What follows belongs to an exercise in optimizing a design on an open flow for small area and a short achievable clock period; a production flow would make more cautious choices.
Where RTL was checked, it was by simulation tests only, not by an equivalence proof against the original.
The RTL of run 2 was laid out without a check of its function.
Power figures rest on the tool's default switching activity, not on a simulated workload.

==> flow/design.v (outline; a module is shown in full before it is edited, if it fits) <==
// module TempVerilogMultiplier: 2515 lines
module TempVerilogMultiplier(
    input clk,
    input reset,
    input en,
    input [31:0] in0,
    input [31:0] in1,
    input [31:0] in2,
    input signedOp,
    output [63:0] out0,
    output [63:0] out0Pre
    );
  // ...
==> flow/flow/run.sh <==
#!/bin/bash
# Own layout flow: the standard ORFS flow with two changes:
#  - synthesis runs Yosys's synth with -noabc (in addition to -nofsm -noshare), so the
#    carry-save adder cells written in the RTL reach extract_fa as written (no inverters
#    between full adders); the final ABC mapping of the remaining logic is unchanged.
#  - port buffers are plain sky130_fd_sc_hd__buf_1 cells instead of the default choice.
set -euo pipefail
HERE=$(pwd)
sed 's/yosys synth -nofsm -noshare/yosys synth -nofsm -noshare -noabc/' synth_recipe.tcl > my_synth.tcl
EXTRA=()
if [[ -f flow/extra_make_args ]]; then
  while IFS= read -r line; do [[ -n "$line" ]] && EXTRA+=("$line"); done < flow/extra_make_args
fi
bash standard.sh SYNTH_SCRIPT="$HERE/my_synth.tcl" \
  "BUFFER_PORTS_ARGS=-buffer_cell sky130_fd_sc_hd__buf_1" "${EXTRA[@]}" finish > standard_flow.log 2>&1
==> flow/standard.sh <==
#!/bin/bash
# synth_recipe.tcl (not shown) runs the flow's synth.tcl, then flattens the netlist and writes it again
# the make line also repeats each setting of config.mk as NAME=value (left out here)
make -C /OpenROAD-flow-scripts/flow DESIGN_CONFIG=/design/flow/config.mk WORK_HOME=/design/flow/orfs CLKGATE_MAP_FILE= SYNTH_SCRIPT=/design/flow/synth_recipe.tcl "${@:-finish}"
==> flow/config.mk <==
export PLATFORM = sky130hd
export DESIGN_NAME = TempVerilogMultiplier
export DESIGN_NICKNAME = TempVerilogMultiplier
export VERILOG_FILES = /design/flow/design.v
export SDC_FILE = /design/flow/constraint.sdc
export NUM_CORES = 4
export LEC_CHECK = 0
export CAP_MARGIN = 20
export CORE_MARGIN = 2
export CORE_UTILIZATION = 40
export CTS_CLUSTER_DIAMETER = 150
export CTS_CLUSTER_SIZE = 30
export SETUP_SLACK_MARGIN = 1.1
export SLEW_MARGIN = 20
==> flow/constraint.sdc <==
create_clock -name core_clock -period 5.6 [get_ports {clk}]
set_input_delay 1.1200 -clock core_clock [delete_from_list [all_inputs] [get_ports {clk}]]
set_output_delay 1.1200 -clock core_clock [all_outputs]
set_load 0.01 [all_outputs]
==> impl_metrics.json, run 1 <==
{
  "outcome": "complete, no violations",
  "cpLargestDelayFamily": "adder cells",
  "cts_buffers": 13,
  "root_buffer": "clkbuf_16",
  "synth_cells": 2783,
  "wl_met3_um": 13200,
  "met1_usage": 0.359,
  "setup_slack_ns": 1.15,
  "die_x_um": 270,
  "worstPathArrival_ns": 4.88,
  "r2r_slack_ns": 1.15,
  "fillers": 6693,
  "cp-end-kind": "flip-flop",
  "hold_viol": 0,
  "final.setup.tns_ns": 0,
  "synth-seq-cells": 283,
  "multi_input_area_um2": 20900,
  "area_share_nonclk_buffers": 0.0726,
  "crit_path_cell_trace": "a22o_1 > a221oi_1 > xnor2_1 > fa_1 > fa_2 > fa_1 > fa_1 > fa_1 > fa_1 > ha_1",
  "vias": 23300,
  "yosys.area_share.simple": 0.0316,
  "pg_clk_mw": 1.14,
  "clock-sinks": 283,
  "p_seq_frac": 0.206,
  "clock_buffers": 16,
  "ff2ff_path_depth": 10,
  "synth_nets": 3346,
  "r2r_start": "x3r[26]",
  "p_comb_frac": 0.736,
  "antenna_found_initial": 4,
  "wl_per_cell_um": 26.8,
  "ctsResizeCount": 92,
  "wirelength_um": 98400,
  "inverters_excl_clock": 92,
  "ctsLongestPathBuffers": 3,
  "clk_share": 0.0124,
  "dr.first_iter.drc_count": 2582,
  "ys_async_sr_fraction": 0,
  "final_cell_mix": "364 x xnor2_1, 342 x a22o_1, 295 x a221oi_1, 288 x fa_1, 201 x dfxtp_1",
  "peakVddDrop_mv": 0.399,
  "vias_per_cell": 6.36,
  "multi_input_area_share": 0.677,
  "fin_crit_sh": 0.795,
  "rows": 97,
  "dpl_cell_area_um2": 29400
}
==> run 2: changes to the inputs <==
--- a/flow/design.v
+++ b/flow/design.v
@@ -1956,236 +1956,236 @@
   wire p1762 = s1605 ^ 1'b0;
   wire p1763 = s1614 ^ 1'b0;
   wire p1764 = s1620 ^ c1615;
   wire p1765 = s1626 ^ 1'b0;
   wire p1766 = s1632 ^ 1'b0;
   wire p1767 = s1635 ^ c1633;
   wire p1768 = s1638 ^ 1'b0;
   wire g1769 = g1657 | (p1713 & c1656);
-  wire g1770 = g1660 | (p1716 & g1659);
-  wire g1771 = g1710 | (p1766 & g1709);
-  wire g1772 = g1712 | (p1768 & g1711);
-  wire p1773 = rp0 & rp1;
-  wire p1774 = rp2 & rp3;
-  wire p1775 = rp4 & rp5;
-  wire p1776 = rp6 & rp7;
-  wire p1777 = rp8 & rp9;
-  wire p1778 = rp10 & rp11;
-  wire p1779 = rp12 & rp13;
-  wire p1780 = rp14 & rp15;
-  wire p1781 = rp16 & rp17;
-  wire p1782 = rp18 & rp19;
-  wire p1783 = rp20 & rp21;
-  wire p1784 = rp22 & rp23;
-  wire p1785 = rp24 & rp25;
-  wire p1786 = rp26 & rp27;
-  wire p1787 = rp28 & rp29;
-  wire p1788 = rp30 & rp31;
-  wire p1789 = rp32 & rp33;
-  wire p1790 = rp34 & rp35;
-  wire p1791 = rp36 & rp37;
-  wire p1792 = rp38 & rp39;
-  wire p1793 = rp40 & rp41;
-  wire p1794 = rp42 & rp43;
-  wire p1795 = rp44 & rp45;
-  wire p1796 = rp46 & rp47;
-  wire p1797 = rp48 & rp49;
-  wire p1798 = rp50 & rp51;
-  wire p1799 = rp52 & rp53;
-  wire p1800 = rp54 & rp55;
-  wire g1801 = rg1 | (rp1 & rg0);
-  wire g1802 = rg5 | (rp5 & rg4);
-  wire g1803 = rg7 | (rp7 & rg6);
-  wire g1804 = rg9 | (rp9 & rg8);
-  wire g1805 = rg11 | (rp11 & rg10);
-  wire g1806 = rg13 | (rp13 & rg12);
-  wire g1807 = rg15 | (rp15 & rg14);
-  wire g1808 = rg17 | (rp17 & rg16);
-  wire g1809 = rg19 | (rp19 & rg18);
-  wire g1810 = rg21 | (rp21 & rg20);
-  wire g1811 = rg23 | (rp23 & rg22);
-  wire g1812 = rg25 | (rp25 & rg24);
-  wire g1813 = rg27 | (rp27 & rg26);
-  wire g1814 = rg29 | (rp29 & rg28);
-  wire g1815 = rg31 | (rp31 & rg30);
-  wire g1816 = rg33 | (rp33 & rg32);
-  wire g1817 = rg35 | (rp35 & rg34);
-  wire g1818 = rg37 | (rp37 & rg36);
-  wire g1819 = rg39 | (rp39 & rg38);
-  wire g1820 = rg41 | (rp41 & rg40);
-  wire g1821 = rg43 | (rp43 & rg42);
-  wire g1822 = rg45 | (rp45 & rg44);
-  wire g1823 = rg47 | (rp47 & rg46);
-  wire g1824 = rg49 | (rp49 & rg48);
-  wire g1825 = rg51 | (rp51 & rg50);
-  wire g1826 = rg2 | (rp2 & g1801);
-  wire p1827 = rp2 & p1773;
-  wire g1828 = rg3 | (p1774 & g1801);
-  wire p1829 = p1774 & p1773;
-  wire g1830 = rg6 | (rp6 & g1802);
-  wire p1831 = rp6 & p1775;
-  wire g1832 = g1803 | (p1776 & g1802);
-  wire p1833 = p1776 & p1775;
-  wire g1834 = rg10 | (rp10 & g1804);
-  wire p1835 = rp10 & p1777;
-  wire g1836 = g1805 | (p1778 & g1804);
-  wire p1837 = p1778 & p1777;
-  wire g1838 = rg14 | (rp14 & g1806);
-  wire p1839 = rp14 & p1779;
-  wire g1840 = g1807 | (p1780 & g1806);
-  wire p1841 = p1780 & p1779;
-  wire g1842 = rg18 | (rp18 & g1808);
-  wire p1843 = rp18 & p1781;
-  wire g1844 = g1809 | (p1782 & g1808);
-  wire p1845 = p1782 & p1781;
-  wire g1846 = rg22 | (rp22 & g1810);
-  wire p1847 = rp22 & p1783;
-  wire g1848 = g1811 | (p1784 & g1810);
-  wire p1849 = p1784 & p1783;
-  wire g1850 = rg26 | (rp26 & g1812);
-  wire p1851 = rp26 & p1785;
-  wire g1852 = g1813 | (p1786 & g1812);
-  wire p1853 = p1786 & p1785;
-  wire g1854 = rg30 | (rp30 & g1814);
-  wire p1855 = rp30 & p1787;
-  wire g1856 = g1815 | (p1788 & g1814);
-  wire p1857 = p1788 & p1787;
-  wire g1858 = rg34 | (rp34 & g1816);
-  wire p1859 = rp34 & p1789;
-  wire g1860 = g1817 | (p1790 & g1816);
-  wire p1861 = p1790 & p1789;
-  wire g1862 = rg38 | (rp38 & g1818);
-  wire p1863 = rp38 & p1791;
-  wire g1864 = g1819 | (p1792 & g1818);
-  wire p1865 = p1792 & p1791;
-  wire g1866 = rg42 | (rp42 & g1820);
-  wire p1867 = rp42 & p1793;
-  wire g1868 = g1821 | (p1794 & g1820);
-  wire p1869 = p1794 & p1793;
-  wire g1870 = rg46 | (rp46 & g1822);
-  wire p1871 = rp46 & p1795;
-  wire g1872 = g1823 | (p1796 & g1822);
-  wire p1873 = p1796 & p1795;
-  wire g1874 = rg50 | (rp50 & g1824);
-  wire p1875 = rp50 & p1797;
-  wire g1876 = g1825 | (p1798 & g1824);
-  wire p1877 = p1798 & p1797;
-  wire g1878 = rg54 | (rp54 & rg53);
-  wire p1879 = rp54 & p1799;
-  wire g1880 = rg55 | (p1800 & rg53);
-  wire p1881 = p1800 & p1799;
+  wire p1770 = rp0 & rp1;
+  wire p1771 = rp2 & rp3;
+  wire p1772 = rp4 & rp5;
+  wire p1773 = rp6 & rp7;
+  wire p1774 = rp8 & rp9;
+  wire p1775 = rp10 & rp11;
+  wire p1776 = rp12 & rp13;
+  wire p1777 = rp14 & rp15;
+  wire p1778 = rp16 & rp17;
+  wire p1779 = rp18 & rp19;
+  wire p1780 = rp20 & rp21;
+  wire p1781 = rp22 & rp23;
+  wire p1782 = rp24 & rp25;
+  wire p1783 = rp26 & rp27;
+  wire p1784 = rp28 & rp29;
+  wire p1785 = rp30 & rp31;
+  wire p1786 = rp32 & rp33;
+  wire p1787 = rp34 & rp35;
+  wire p1788 = rp36 & rp37;
+  wire p1789 = rp38 & rp39;
+  wire p1790 = rp40 & rp41;
+  wire p1791 = rp42 & rp43;
+  wire p1792 = rp44 & rp45;
+  wire p1793 = rp46 & rp47;
+  wire p1794 = rp48 & rp49;
+  wire p1795 = rp50 & rp51;
+  wire p1796 = rp52 & rp53;
+  wire p1797 = rp54 & rp55;
+  wire g1798 = rg1 | (rp1 & rg0);
+  wire g1799 = rg3 | (rp3 & rg2);
+  wire g1800 = rg5 | (rp5 & rg4);
+  wire g1801 = rg7 | (rp7 & rg6);
+  wire g1802 = rg9 | (rp9 & rg8);
+  wire g1803 = rg11 | (rp11 & rg10);
+  wire g1804 = rg13 | (rp13 & rg12);
+  wire g1805 = rg15 | (rp15 & rg14);
+  wire g1806 = rg17 | (rp17 & rg16);
+  wire g1807 = rg19 | (rp19 & rg18);
+  wire g1808 = rg21 | (rp21 & rg20);
+  wire g1809 = rg23 | (rp23 & rg22);
+  wire g1810 = rg25 | (rp25 & rg24);
+  wire g1811 = rg27 | (rp27 & rg26);
+  wire g1812 = rg29 | (rp29 & rg28);
+  wire g1813 = rg31 | (rp31 & rg30);
+  wire g1814 = rg33 | (rp33 & rg32);
+  wire g1815 = rg35 | (rp35 & rg34);
+  wire g1816 = rg37 | (rp37 & rg36);
+  wire g1817 = rg39 | (rp39 & rg38);
+  wire g1818 = rg41 | (rp41 & rg40);
+  wire g1819 = rg43 | (rp43 & rg42);
+  wire g1820 = rg45 | (rp45 & rg44);
+  wire g1821 = rg47 | (rp47 & rg46);
+  wire g1822 = rg49 | (rp49 & rg48);
+  wire g1823 = rg51 | (rp51 & rg50);
+  wire g1824 = rg53 | (rp53 & rg52);
+  wire g1825 = rg55 | (rp55 & rg54);
+  wire g1826 = rg2 | (rp2 & g1798);
+  wire p1827 = rp2 & p1770;
+  wire g1828 = g1799 | (p1771 & g1798);
+  wire p1829 = p1771 & p1770;
+  wire g1830 = rg6 | (rp6 & g1800);
+  wire p1831 = rp6 & p1772;
+  wire g1832 = g1801 | (p1773 & g1800);
+  wire p1833 = p1773 & p1772;
+  wire g1834 = rg10 | (rp10 & g1802);
+  wire p1835 = rp10 & p1774;
+  wire g1836 = g1803 | (p1775 & g1802);
+  wire p1837 = p1775 & p1774;
+  wire g1838 = rg14 | (rp14 & g1804);
+  wire p1839 = rp14 & p1776;
+  wire g1840 = g1805 | (p1777 & g1804);
+  wire p1841 = p1777 & p1776;
+  wire g1842 = rg18 | (rp18 & g1806);
+  wire p1843 = rp18 & p1778;
+  wire g1844 = g1807 | (p1779 & g1806);
+  wire p1845 = p1779 & p1778;
+  wire g1846 = rg22 | (rp22 & g1808);
+  wire p1847 = rp22 & p1780;
+  wire g1848 = g1809 | (p1781 & g1808);
+  wire p1849 = p1781 & p1780;
+  wire g1850 = rg26 | (rp26 & g1810);
+  wire p1851 = rp26 & p1782;
+  wire g1852 = g1811 | (p1783 & g1810);
+  wire p1853 = p1783 & p1782;
+  wire g1854 = rg30 | (rp30 & g1812);
+  wire p1855 = rp30 & p1784;
+  wire g1856 = g1813 | (p1785 & g1812);
+  wire p1857 = p1785 & p1784;
+  wire g1858 = rg34 | (rp34 & g1814);
+  wire p1859 = rp34 & p1786;
+  wire g1860 = g1815 | (p1787 & g1814);
+  wire p1861 = p1787 & p1786;
+  wire g1862 = rg38 | (rp38 & g1816);
+  wire p1863 = rp38 & p1788;
+  wire g1864 = g1817 | (p1789 & g1816);
+  wire p1865 = p1789 & p1788;
+  wire g1866 = rg42 | (rp42 & g1818);
+  wire p1867 = rp42 & p1790;
+  wire g1868 = g1819 | (p1791 & g1818);
+  wire p1869 = p1791 & p1790;
+  wire g1870 = rg46 | (rp46 & g1820);
+  wire p1871 = rp46 & p1792;
+  wire g1872 = g1821 | (p1793 & g1820);
+  wire p1873 = p1793 & p1792;
+  wire g1874 = rg50 | (rp50 & g1822);
+  wire p1875 = rp50 & p1794;
+  wire g1876 = g1823 | (p1795 & g1822);
+  wire p1877 = p1795 & p1794;
+  wire g1878 = rg54 | (rp54 & g1824);
+  wire p1879 = rp54 & p1796;
+  wire g1880 = g1825 | (p1797 & g1824);
+  wire p1881 = p1797 & p1796;
   wire g1882 = rg4 | (rp4 & g1828);
   wire p1883 = rp4 & p1829;
-  wire g1884 = g1802 | (p1775 & g1828);
-  wire p1885 = p1775 & p1829;
+  wire g1884 = g1800 | (p1772 & g1828);
+  wire p1885 = p1772 & p1829;
   wire g1886 = g1830 | (p1831 & g1828);
   wire p1887 = p1831 & p1829;
   wire g1888 = g1832 | (p1833 & g1828);
   wire p1889 = p1833 & p1829;
   wire g1890 = rg12 | (rp12 & g1836);
   wire p1891 = rp12 & p1837;
-  wire g1892 = g1806 | (p1779 & g1836);
-  wire p1893 = p1779 & p1837;
+  wire g1892 = g1804 | (p1776 & g1836);
+  wire p1893 = p1776 & p1837;
   wire g1894 = g1838 | (p1839 & g1836);
   wire p1895 = p1839 & p1837;
   wire g1896 = g1840 | (p1841 & g1836);
   wire p1897 = p1841 & p1837;
   wire g1898 = rg20 | (rp20 & g1844);
   wire p1899 = rp20 & p1845;
-  wire g1900 = g1810 | (p1783 & g1844);
-  wire p1901 = p1783 & p1845;
+  wire g1900 = g1808 | (p1780 & g1844);
+  wire p1901 = p1780 & p1845;
   wire g1902 = g1846 | (p1847 & g1844);
   wire p1903 = p1847 & p1845;
   wire g1904 = g1848 | (p1849 & g1844);
   wire p1905 = p1849 & p1845;
   wire g1906 = rg28 | (rp28 & g1852);
   wire p1907 = rp28 & p1853;
-  wire g1908 = g1814 | (p1787 & g1852);
-  wire p1909 = p1787 & p1853;
+  wire g1908 = g1812 | (p1784 & g1852);
+  wire p1909 = p1784 & p1853;
   wire g1910 = g1854 | (p1855 & g1852);
   wire p1911 = p1855 & p1853;
   wire g1912 = g1856 | (p1857 & g1852);
   wire p1913 = p1857 & p1853;
   wire g1914 = rg36 | (rp36 & g1860);
   wire p1915 = rp36 & p1861;
-  wire g1916 = g1818 | (p1791 & g1860);
-  wire p1917 = p1791 & p1861;
+  wire g1916 = g1816 | (p1788 & g1860);
+  wire p1917 = p1788 & p1861;
   wire g1918 = g1862 | (p1863 & g1860);
   wire p1919 = p1863 & p1861;
   wire g1920 = g1864 | (p1865 & g1860);
   wire p1921 = p1865 & p1861;
   wire g1922 = rg44 | (rp44 & g1868);
   wire p1923 = rp44 & p1869;
-  wire g1924 = g1822 | (p1795 & g1868);
-  wire p1925 = p1795 & p1869;
+  wire g1924 = g1820 | (p1792 & g1868);
+  wire p1925 = p1792 & p1869;
   wire g1926 = g1870 | (p1871 & g1868);
   wire p1927 = p1871 & p1869;
   wire g1928 = g1872 | (p1873 & g1868);
   wire p1929 = p1873 & p1869;
   wire g1930 = rg52 | (rp52 & g1876);
   wire p1931 = rp52 & p1877;
-  wire g1932 = rg53 | (p1799 & g1876);
-  wire p1933 = p1799 & p1877;
+  wire g1932 = g1824 | (p1796 & g1876);
+  wire p1933 = p1796 & p1877;
   wire g1934 = g1878 | (p1879 & g1876);
   wire p1935 = p1879 & p1877;
   wire g1936 = g1880 | (p1881 & g1876);
   wire p1937 = p1881 & p1877;
   wire g1938 = rg8 | (rp8 & g1888);
   wire p1939 = rp8 & p1889;
-  wire g1940 = g1804 | (p1777 & g1888);
-  wire p1941 = p1777 & p1889;
+  wire g1940 = g1802 | (p1774 & g1888);
+  wire p1941 = p1774 & p1889;
   wire g1942 = g1834 | (p1835 & g1888);
   wire p1943 = p1835 & p1889;
   wire g1944 = g1836 | (p1837 & g1888);
   wire p1945 = p1837 & p1889;
   wire g1946 = g1890 | (p1891 & g1888);
   wire p1947 = p1891 & p1889;
   wire g1948 = g1892 | (p1893 & g1888);
   wire p1949 = p1893 & p1889;
   wire g1950 = g1894 | (p1895 & g1888);
   wire p1951 = p1895 & p1889;
   wire g1952 = g1896 | (p1897 & g1888);
   wire p1953 = p1897 & p1889;
   wire g1954 = rg24 | (rp24 & g1904);
   wire p1955 = rp24 & p1905;
-  wire g1956 = g1812 | (p1785 & g1904);
-  wire p1957 = p1785 & p1905;
+  wire g1956 = g1810 | (p1782 & g1904);
+  wire p1957 = p1782 & p1905;
   wire g1958 = g1850 | (p1851 & g1904);
   wire p1959 = p1851 & p1905;
   wire g1960 = g1852 | (p1853 & g1904);
   wire p1961 = p1853 & p1905;
   wire g1962 = g1906 | (p1907 & g1904);
   wire p1963 = p1907 & p1905;
   wire g1964 = g1908 | (p1909 & g1904);
   wire p1965 = p1909 & p1905;
   wire g1966 = g1910 | (p1911 & g1904);
   wire p1967 = p1911 & p1905;
   wire g1968 = g1912 | (p1913 & g1904);
   wire p1969 = p1913 & p1905;
   wire g1970 = rg40 | (rp40 & g1920);
   wire p1971 = rp40 & p1921;
-  wire g1972 = g1820 | (p1793 & g1920);
-  wire p1973 = p1793 & p1921;
+  wire g1972 = g1818 | (p1790 & g1920);
+  wire p1973 = p1790 & p1921;
   wire g1974 = g1866 | (p1867 & g1920);
   wire p1975 = p1867 & p1921;
   wire g1976 = g1868 | (p1869 & g1920);
   wire p1977 = p1869 & p1921;
   wire g1978 = g1922 | (p1923 & g1920);
   wire p1979 = p1923 & p1921;
   wire g1980 = g1924 | (p1925 & g1920);
   wire p1981 = p1925 & p1921;
   wire g1982 = g1926 | (p1927 & g1920);
   wire p1983 = p1927 & p1921;
   wire g1984 = g1928 | (p1929 & g1920);
   wire p1985 = p1929 & p1921;
   wire g1986 = rg16 | (rp16 & g1952);
   wire p1987 = rp16 & p1953;
-  wire g1988 = g1808 | (p1781 & g1952);
-  wire p1989 = p1781 & p1953;
+  wire g1988 = g1806 | (p1778 & g1952);
+  wire p1989 = p1778 & p1953;
   wire g1990 = g1842 | (p1843 & g1952);
   wire p1991 = p1843 & p1953;
   wire g1992 = g1844 | (p1845 & g1952);
   wire p1993 = p1845 & p1953;
   wire g1994 = g1898 | (p1899 & g1952);
   wire p1995 = p1899 & p1953;
   wire g1996 = g1900 | (p1901 & g1952);
   wire p1997 = p1901 & p1953;
@@ -2206,34 +2206,34 @@
   wire g2012 = g1964 | (p1965 & g1952);
   wire p2013 = p1965 & p1953;
   wire g2014 = g1966 | (p1967 & g1952);
   wire p2015 = p1967 & p1953;
   wire g2016 = g1968 | (p1969 & g1952);
   wire p2017 = p1969 & p1953;
   wire g2018 = rg48 | (rp48 & g1984);
   wire p2019 = rp48 & p1985;
-  wire g2020 = g1824 | (p1797 & g1984);
-  wire p2021 = p1797 & p1985;
+  wire g2020 = g1822 | (p1794 & g1984);
+  wire p2021 = p1794 & p1985;
   wire g2022 = g1874 | (p1875 & g1984);
   wire p2023 = p1875 & p1985;
   wire g2024 = g1876 | (p1877 & g1984);
   wire p2025 = p1877 & p1985;
   wire g2026 = g1930 | (p1931 & g1984);
   wire p2027 = p1931 & p1985;
   wire g2028 = g1932 | (p1933 & g1984);
   wire p2029 = p1933 & p1985;
   wire g2030 = g1934 | (p1935 & g1984);
   wire p2031 = p1935 & p1985;
   wire g2032 = g1936 | (p1937 & g1984);
   wire p2033 = p1937 & p1985;
   wire g2034 = rg32 | (rp32 & g2016);
   wire p2035 = rp32 & p2017;
-  wire g2036 = g1816 | (p1789 & g2016);
-  wire p2037 = p1789 & p2017;
+  wire g2036 = g1814 | (p1786 & g2016);
+  wire p2037 = p1786 & p2017;
   wire g2038 = g1858 | (p1859 & g2016);
   wire p2039 = p1859 & p2017;
   wire g2040 = g1860 | (p1861 & g2016);
   wire p2041 = p1861 & p2017;
   wire g2042 = g1914 | (p1915 & g2016);
   wire p2043 = p1915 & p2017;
   wire g2044 = g1916 | (p1917 & g2016);
   wire p2045 = p1917 & p2017;
@@ -2270,17 +2270,17 @@
   wire g2076 = g2028 | (p2029 & g2016);
   wire p2077 = p2029 & p2017;
   wire g2078 = g2030 | (p2031 & g2016);
   wire p2079 = p2031 & p2017;
   wire g2080 = g2032 | (p2033 & g2016);
   wire p2081 = p2033 & p2017;
   wire sum2082 = rp0 ^ rcin;
   wire sum2083 = rp1 ^ rg0;
-  wire sum2084 = rp2 ^ g1801;
+  wire sum2084 = rp2 ^ g1798;
   wire sum2085 = rp3 ^ g1826;
   wire sum2086 = rp4 ^ g1828;
   wire sum2087 = rp5 ^ g1882;
   wire sum2088 = rp6 ^ g1884;
   wire sum2089 = rp7 ^ g1886;
   wire sum2090 = rp8 ^ g1888;
   wire sum2091 = rp9 ^ g1938;
   wire sum2092 = rp10 ^ g1940;
@@ -2399,17 +2399,17 @@
     plo7 <= s1655;
     rp0 <= p1713;
     rg0 <= g1769;
     rp1 <= p1714;
     rg1 <= g1658;
     rp2 <= p1715;
     rg2 <= g1659;
     rp3 <= p1716;
-    rg3 <= g1770;
+    rg3 <= g1660;
     rp4 <= p1717;
     rg4 <= g1661;
     rp5 <= p1718;
     rg5 <= g1662;
     rp6 <= p1719;
     rg6 <= g1663;
     rp7 <= p1720;
     rg7 <= g1664;
@@ -2499,17 +2499,17 @@
     rg49 <= g1706;
     rp50 <= p1763;
     rg50 <= g1707;
     rp51 <= p1764;
     rg51 <= g1708;
     rp52 <= p1765;
     rg52 <= g1709;
     rp53 <= p1766;
-    rg53 <= g1771;
+    rg53 <= g1710;
     rp54 <= p1767;
     rg54 <= g1711;
     rp55 <= p1768;
-    rg55 <= g1772;
+    rg55 <= g1712;
     rcin <= c1656;
     result <= out0Pre;
   end
 endmodule
--- a/flow/config.mk
+++ b/flow/config.mk
@@ -5,10 +5,10 @@
 export SDC_FILE = /design/flow/constraint.sdc
 export NUM_CORES = 4
 export LEC_CHECK = 0
 export CAP_MARGIN = 20
 export CORE_MARGIN = 2
 export CORE_UTILIZATION = 40
 export CTS_CLUSTER_DIAMETER = 150
 export CTS_CLUSTER_SIZE = 30
-export SETUP_SLACK_MARGIN = 1.1
+export SETUP_SLACK_MARGIN = 1.0
 export SLEW_MARGIN = 20
==> run 2 against run 1 <==
  * Still clean
  * Sequential share of layout area barely moved
  * Synthesized area barely moved
  * Sequential cell count unchanged
  * Via count is 0.49% higher
  * Total power increased by 0.26%
  * Global-route usage decreased by 0.13 points
  * Clock-buffer cell count fell by 3
  * Sequential power is essentially flat
  * Critical path depth decreased by 1
  * Register-to-register slack lost 0.18 ns
  * Critical endpoint is now rp21
  * Largest power group unchanged
==> impl_metrics.json, run 2 <==
{
  "outcome": "complete, no violations",
  "drive_gt1_frac": 0.125,
  "die_x_um": 270,
  "grt_overflow": 0,
  "synth_top_area_cell": "fa_1",
  "hold_viol": 0,
  "reg_top3": "result: 64 flops, x3r: 33 flops, xr: 32 flops",
  "r2r_start": "xr[1]",
  "drcViolationCount": 0,
  "worst_clock_skew_ns": 0.0136,
  "vias_per_cell": 6.38,
  "grt_usage": 0.260,
  "endpoint": "rp21",
  "rows": 97,
  "setup_viol": 0,
  "max_cap_viol_count": 0,
  "r2r_slack_ns": 0.97,
  "wirelength_um": 98700,
  "cp_max_fo": 10,
  "layout_commonest_cell": "xnor2_1",
  "drv_slew": 0,
  "utilization": 0.437,
  "critPathLaunch": "xr[1]",
  "ant_nets": 0,
  "path_class": "flip-flop to flip-flop",
  "synth_cell_types": 63,
  "fp.dieH_um": 270,
  "vias": 23500,
  "cp-end-kind": "flip-flop",
  "clkSlewWorstSetupHoldPaths_ns": 0.11,
  "fin_crit_sh": 0.827,
  "ys_top_cells_by_area": "fa_1 23%, dfxtp_1 20%, xnor2_1 12%",
  "rsz0062_at_grt": "true",
  "dr.first_iter.drc_count": 2766,
  "root_buffer": "clkbuf_16",
  "nets": 3292,
  "p_leak_nw": 11.6,
  "start_util": 0.404,
  "place_inst": 3638,
  "peakVddDrop_mv": 0.723,
  "start_kind": "flip-flop",
  "synth-seq-cells": 283,
  "hpwlAfterDp_um": 71900,
  "synth_ff_type": "dfxtp_1",
  "max_stage_delay_ns": 1.05,
  "synthTopCellsByCount": "374 x xnor2_1, 359 x clkbuf_1, 343 x a22o_1",
  "area_growth_syn_to_layout_pct": 8.20,
  "core-area_um2": 70000,
  "firstDrtPassIters": 7,
  "yosysMostFrequentCell": "xnor2_1",
  "final.setup.tns_ns": 0,
  "cpMostUsedCell": "fa_2",
  "instances_no_fill": 3674,
  "yosysSeqAreaShare": 0.200,
  "crit_path_cell_trace": "a222oi_1 > xnor2_1 > fa_2 > fa_2 > fa_2 > fa_1 > fa_1 > fa_2 > ha_4",
  "p_per_area_nw_per_um2": 649,
  "synth_edf_count": 0,
  "grt_pass1_wl_um": 148000,
  "wl_per_cell_um": 26.9,
  "slew_headroom": 0.219,
  "post-route-cell-area_um2": 30600,
  "ff2ff_path_depth": 9,
  "grt_pass1_vias": 23400,
  "synth_top_area_frac": 0.229,
  "worst_slew_pin_slew_ns": 1.17,
  "synth_cells": 2784,
  "cts_buffers": 13,
  "fillers": 6690,
  "regMostFlops": "result",
  "grt_max_degree": 36,
  "synth_nets": 3347,
  "dpl_cell_area_um2": 29600,
  "clock_latency_ns": 0.55,
  "worstPathArrival_ns": 5.13,
  "cp.required_ns": 6.10,
  "yosysWarnings": 1,
  "cts_tree": "yes",
  "slowest_stage": "a222oi_1",
  "cts_max_level": 1,
  "ctsLongestPathBuffers": 3,
  "boundaryPins": 228,
  "place.port_buffers": 193,
  "largest_reg_flops": 64,
  "ys_async_sr_fraction": 0,
  "antenna_found_initial": 4,
  "worstReg2RegEnd": "rp21",
  "clock.fmax_mhz": 216,
  "period_minus_slack_ns": 4.63,
  "hold_buffers": 0,
  "final_cell_mix": "370 x xnor2_1, 342 x a22o_1, 317 x a221oi_1, 310 x fa_1, 215 x dfxtp_1",
  "die_area_um2": 72800,
  "synth.cell_area_um2": 28300,
  "hold_class": "flip-flop to flip-flop",
  "syn_avg_cell_area_um2": 10.2,
  "clock-sinks": 283,
  "place.gp.congestion": 0.906
}
-- run 2: timing repair --
item,in CTS,in global routing
setup endpoints to repair,48,47
pin swaps,6,20
gates cloned,0,2
setup buffers,6,8
resized for setup,36,106
-- run 2: cell type report --
| class | instances | area (um2) | share of cell area |
|---|---|---|---|
| clock inverters | 3 | 23.8 | 0.000777 |
| clock buffers | 13 | 325 | 0.0106 |
| repair buffers | 378 | 2270 | 0.0741 |
| diodes | 4 | 10.0 | 0.000327 |
| flip-flops and latches | 283 | 5770 | 0.189 |
| inverters | 93 | 349 | 0.0114 |
| multi-input cells | 1960 | 20700 | 0.676 |
| well taps | 940 | 1180 | 0.0384 |
-- run 2: stage by stage --
step                      hold WS [ns]  setup slack (ns)  power (mW)
after floorplan                  0.332              1.16        14.5
final                            0.357             0.969        19.8
after CTS                        0.358             0.998        19.8
after global placement           0.337             0.782        18.0
after global routing             0.368             0.912        22.7
after detailed placement         0.334             0.816        18.5
-- run 2: worst min path at each step --
| stage | from | endpoint | slack, ns | depth (start not counted) |
|---|---|---|---|---|
| floorplan | plo0 | result[0] | 0.33 | 0 |
| global placement | plo7 | result[7] | 0.34 | 0 |
| detailed placement | plo3 | result[3] | 0.33 | 0 |
| CTS | plo3 | result[3] | 0.36 | 0 |
| global route | plo1 | result[1] | 0.37 | 0 |
| finish | plo6 | result[6] | 0.36 | 0 |
-- run 2: report_power, final --
part           total [mW]  switching, mW  internal [mW]
logic                14.7           7.85           6.84
clock network        1.11          0.678          0.431
registers            4.04          0.827           3.22
-- run 2: worst max-delay path, delay by kind of cell, from the launching register on --
family | cells | cell delay [ns]
DFF | 1 | 0.45
adders and majority gates | 7 | 2.83
AOI/OAI and AO/OA | 1 | 1.05
xor gates and xnor gates | 1 | 0.25
-- run 2: per-layer routing --
metal / vias up / part of all wire / track usage
met2: 1611 / 0.42 / 0.387
met3: 307 / 0.13 / 0.0813
met5: - / 0 / 0
met1: 11600 / 0.41 / 0.357
met4: 0 / 0.036 / 0.0898
li1: 9930 / - / -
-- run 2: kinds of logic (layout without fill, tap and decap cells) --
kind of cell             Yosys count  after routing  share of synthesized area
AO/OA/AOI/OAI                    855            855                      0.256
XOR/XNOR                         456            456                      0.141
adder cells (fa/ha/maj)          463            463                      0.291
buffers and inverters            541            487                     0.0804
flip-flops                       283            283                      0.200
other                              0              4                          0
AND/OR/NAND/NOR                  186            186                     0.0313

-- re-timing with driven ports --
No port has a modelled driver above. Below, the same layouts with a new extraction and two added sets of constraints. Step 1 assumes that a clkbuf_16 drives the clock port and a buf_2 every other input. Step 2 times the ports against the registers' clock, not the clock port: input delays grow and output delays shrink by t, the midpoint of the rising clock arrivals with the driver on. Slacks: ideal ports / drivers / drivers and shift; pairs: ideal ports / drivers.
run	t, ns	setup slack, ns	hold WS [ns]	clock arrival spread, ns	cell pins on the clock port's net
run 1	0.601	1.146 / 1.146 / 1.146	0.354 / 0.354 / 0.354	0.025 / 0.024	1
run 2	0.602	0.969 / 0.969 / 0.969	0.357 / 0.357 / 0.357	0.015 / 0.016	1
After both steps every run listed still meets setup and hold.
